Source: an optimization exercise on an open RTL-to-GDS flow (aim: small area). Production flows keep margins and buffers that such runs may drop. Where RTL was checked, it was by simulation tests only, not by an equivalence proof against the original.

== wip/nickel ==
Design DgLk_LockChannel, start of the top module:
module DgLk_LockChannel (
    input  wire        i_clkp,
    input  wire        i_rstn,
    input  wire [15:0] i_a0,      
    input  wire [15:0] i_adc,     
    input  wire [15:0] i_rt,      
    input  wire [15:0] i_k0,      
    input  wire [15:0] i_k1,      
    input  wire [15:0] i_k2,      
    input  wire [4:0]  i_shift,   
    input  wire [31:0] i_min,     
    input  wire [31:0] i_max,     
    output wire [15:0] o_filt,    
    output wire [31:0] o_ut       
);
Size: ~4300 cells after synthesis, roughly 52000 µm² of cells after synthesis.
clock: 5.5 ns
lec_check: 0
cap_margin: 20
core_margin: 2
core_utilization: 60
place_density: 0.7
slew_margin: 20
synth_hierarchical: 1
synth_minimum_keep_size: 0
run.sh (not shown) runs the stock make flow with config.mk's settings and CLKGATE_MAP_FILE= SYNTH_SCRIPT=/design/flow/synth_recipe.tcl, a recipe that flattens the netlist after the stock synthesis.
wip/nickel: flow complete, layout not clean; failing: setup timing
Modified inputs, wip/onyx compared to wip/nickel
Settings: PLACE_DENSITY removed (was 0.7); CORE_UTILIZATION changed from 60 to 40.
Results
- Relative to wip/nickel, the final cell count of wip/onyx is higher by 636.
- Sort wip/nickel and wip/onyx by met3 routing resource usage after global routing asc -> top: wip/onyx
- None of the runs wip/nickel and wip/onyx ends with a clean layout.
- From wip/nickel to wip/onyx the numbers moved as follows: fraction of area in multi-input gates went down by 1.1 points, setup clock skew after layout went up by 0.043 ns, maximum number of pins on one net before global-route repair went up by 2.3%.
- Against wip/nickel, routed wire length in wip/onyx rose by a few percent.
- Comparing wip/nickel and wip/onyx, the lower met3 wirelength from detailed routing is on wip/onyx.
No functional check of the RTL was part of any run of this note.

* * *

run A:
DgLk_LockChannel, a different RTL version from the one above (not shown whole).
Size: roughly 4200 cells after synthesis, ~0.048 mm² of cells after synthesis.
==> flow/design.v (excerpt) <==
module DgLk_LockChannel (
    input  wire        i_clkp,
    input  wire        i_rstn,
    input  wire [15:0] i_a0,      
    input  wire [15:0] i_adc,     
    input  wire [15:0] i_rt,      
    input  wire [15:0] i_k0,      
    input  wire [15:0] i_k1,      
    input  wire [15:0] i_k2,      
    input  wire [4:0]  i_shift,   
    input  wire [31:0] i_min,     
    input  wire [31:0] i_max,     
    output wire [15:0] o_filt,    
    output wire [31:0] o_ut       
);
reg [2:0] cnt;
always @(posedge i_clkp or negedge i_rstn)
  if (!i_rstn)          cnt <= 3'd0;
  else if (cnt != 3'd7) cnt <= cnt + 3'd1;
reg  [15:0] a0_r, adc_r;             
reg  [15:0] y1, y2, y3, y4;          
reg  [15:0] y0;                      
reg  [15:0] ra, rb;                  
reg         rc;
wire [15:0] ra_n, rb_n, ynew;
wire        rc_n;
dglk_filt_core u_filt (.a0(a0_r), .adc(adc_r), .y(y0), .ra(ra_n), .rb(rb_n), .rc(rc_n));
dglk_filt_add  u_fadd (.ra(ra), .rb(rb), .rc(rc), .ynew(ynew));
always @(posedge i_clkp) begin
  a0_r <= i_a0;  adc_r <= i_adc;
  ra <= ra_n; rb <= rb_n; rc <= rc_n;
  y4 <= ynew; y3 <= y4; y2 <= y3; y1 <= y2;
end
always @(posedge i_clkp or negedge i_rstn)
  if (!i_rstn) y0 <= 16'd0;
  else         y0 <= (cnt[2] & cnt[1]) ? y1 : 16'd0;
assign o_filt = y0;
reg  [15:0] k0_r, k1_r, k2_r;        
reg  [4:0]  shift_r;                 
reg  [15:0] e1, e2, e3, e4;          
reg  [31:0] fs, fc;                  
reg  [31:0] d1, d2, d3, d4, d5, d6, d7;    
reg  [31:0] r1, r2;                  
wire [31:0] fs_n, fc_n;
dglk_pid_core u_pid (.e0(e2), .e1(e3), .e2(e4), .k0(k0_r), .k1(k1_r), .k2(k2_r),
  ...
clock: 5.5 ns
lec_check: 0
cap_margin: 0
core_margin: 2
core_utilization: 70
cts_buf_list: sky130_fd_sc_hd__clkbuf_8
cts_cluster_diameter: 60
cts_cluster_size: 16
place_density: 0.8
slew_margin: 0
synth_hierarchical: 1
synth_minimum_keep_size: 0
standard.sh (not shown) runs the stock make flow with config.mk's settings and CLKGATE_MAP_FILE= SYNTH_SCRIPT=/design/flow/synth_recipe.tcl, a recipe that flattens the netlist after the stock synthesis.
==> flow/flow/run.sh <==
#!/bin/bash
# Layout with the standard flow (standard.sh) and its unchanged synthesis, with one step
# added between synthesis and floorplan: downsize.py sets every combinational cell of the
# synthesized netlist to the smallest drive strength of its family (ABC's speed script sizes
# cells up before placement); the flow's own repair steps size up what timing needs.
# make's output is in flow_*.log here; each tool's log is in orfs/logs/.
set -euo pipefail
PORTS=()
if [[ -f flow/ports_buf1 ]]; then PORTS=("BUFFER_PORTS_ARGS=-buffer_cell sky130_fd_sc_hd__buf_1"); fi
bash standard.sh synth > flow_synth.log 2>&1
R=orfs/results/${FLOW_PLATFORM}/DgLk_LockChannel/base
python3 flow/downsize.py "$FLOW_HOME/platforms/${FLOW_PLATFORM}/lib/sky130_fd_sc_hd__tt_025C_1v80.lib" \
  "$R/1_2_yosys.v" > flow_downsize.log 2>&1
bash standard.sh "${PORTS[@]}" finish > flow_finish.log 2>&1
==> flow/flow/downsize.py <==
#!/usr/bin/env python3
"""Rewrites a synthesized netlist so that each combinational cell uses the
smallest-area drive strength of its family (same function, same pins).
Flip-flops, buffers and clock cells are left alone; the flow's timing repair
sizes up whatever needs it.  usage: downsize.py LIB NETLIST"""
import re, sys

lib, net = sys.argv[1], sys.argv[2]
text = open(lib).read()
area = {}
for m in re.finditer(r'cell \("(sky130_fd_sc_hd__\w+)"\)\s*\{', text):
    nxt = text.find('cell (', m.end())
    a = re.search(r'area\s*:\s*([\d.]+)', text[m.end():nxt if nxt > 0 else len(text)])
    if a:
        area[m.group(1)] = float(a.group(1))
dont = {'probe', 'lpflow'}
fam = {}
for c, a in area.items():
    m = re.match(r'(sky130_fd_sc_hd__[a-z0-9]+)_(\d+)$', c)
    if not m or any(d in c for d in dont):
        continue
    fam.setdefault(m.group(1), []).append((a, c))
keep = re.compile(r'sky130_fd_sc_hd__(df|sdf|edf|dl|buf|clk|conb|tap|fill|decap|bufbuf|bufinv|dly)')
s = open(net).read()
count = {}
def repl(m):
    c = m.group(0)
    f = re.match(r'(sky130_fd_sc_hd__[a-z0-9]+)_(\d+)$', c)
    if not f or keep.match(c) or f.group(1) not in fam:
        return c
    best = min(fam[f.group(1)])[1]
    if area.get(best, 1e9) < area.get(c, 0):
        count[(c, best)] = count.get((c, best), 0) + 1
        return best
    return c
s = re.sub(r'\bsky130_fd_sc_hd__[a-z0-9]+_\d+\b', repl, s)
open(net, 'w').write(s)
for (a, b), n in sorted(count.items()):
    print('%5d %s -> %s' % (n, a, b))
==> flow/flow/ports_buf1 <==
1
> inputs changed (run A -> run F)
# run A
export LEC_CHECK = 0
export CAP_MARGIN = 0
export CORE_MARGIN = 2
export CORE_UTILIZATION = 70
export CTS_BUF_LIST = sky130_fd_sc_hd__clkbuf_8
export CTS_CLUSTER_DIAMETER = 60
export CTS_CLUSTER_SIZE = 16
export PLACE_DENSITY = 0.8
export SLEW_MARGIN = 0
export SYNTH_HIERARCHICAL = 1
export SYNTH_MINIMUM_KEEP_SIZE = 0
create_clock -name core_clock -period 5.5 [get_ports {i_clkp}]
# run F
export LEC_CHECK = 0
export CAP_MARGIN = 5
export CORE_MARGIN = 2
export CORE_UTILIZATION = 60
export CTS_BUF_LIST = sky130_fd_sc_hd__clkbuf_8
export CTS_CLUSTER_DIAMETER = 60
export CTS_CLUSTER_SIZE = 16
export PLACE_DENSITY = 0.7
export SLEW_MARGIN = 5
export SYNTH_HIERARCHICAL = 1
export SYNTH_MINIMUM_KEEP_SIZE = 0
create_clock -name core_clock -period 5.5 [get_ports {i_clkp}]
==> comparison <==
Global-route usage: run F vs run A down 5.3 points. There was hardly any difference in first-pass GRT wire length between run F and run A. Run F vs. run A: final worst hold slack went up by 54 ps. Delta (run F minus run A): post-synthesis to final-layout area growth climbed 1.2 points; amount of wire on met3 after detailed routing dropped 15%.

==> static timing again, ports no longer ideal <==
The flow's constraints put no driver on any port. The routed layouts listed below were extracted and timed again, unchanged, in two steps.
Step 1: set_driving_cell puts a clkbuf_16 on i_clkp and a buf_2 on each other input, an assumption about the parent block.
Step 2 moves the port delays by t, midway between the first and last clock arrival at a register: inputs arrive t later, outputs are due t later. That takes back most of the time a late clock gives input paths.
a / b / c = no drivers / after step 1 / after step 2; a / b = the first two.
run	t (ns)	setup slack, ns	slew at the worst register clock pin (ns)	worst data-port slew with drivers (ns)
wip/nickel	0.746	-0.410 / -0.410 / -0.410	0.07 / 0.07	0.05
wip/onyx	0.734	-0.383 / -0.383 / -0.383	0.07 / 0.07	0.12
run A	0.774	0.298 / 0.298 / 0.298	0.11 / 0.11	0.06
run F	0.801	0.434 / 0.434 / 0.434	0.11 / 0.11	0.06
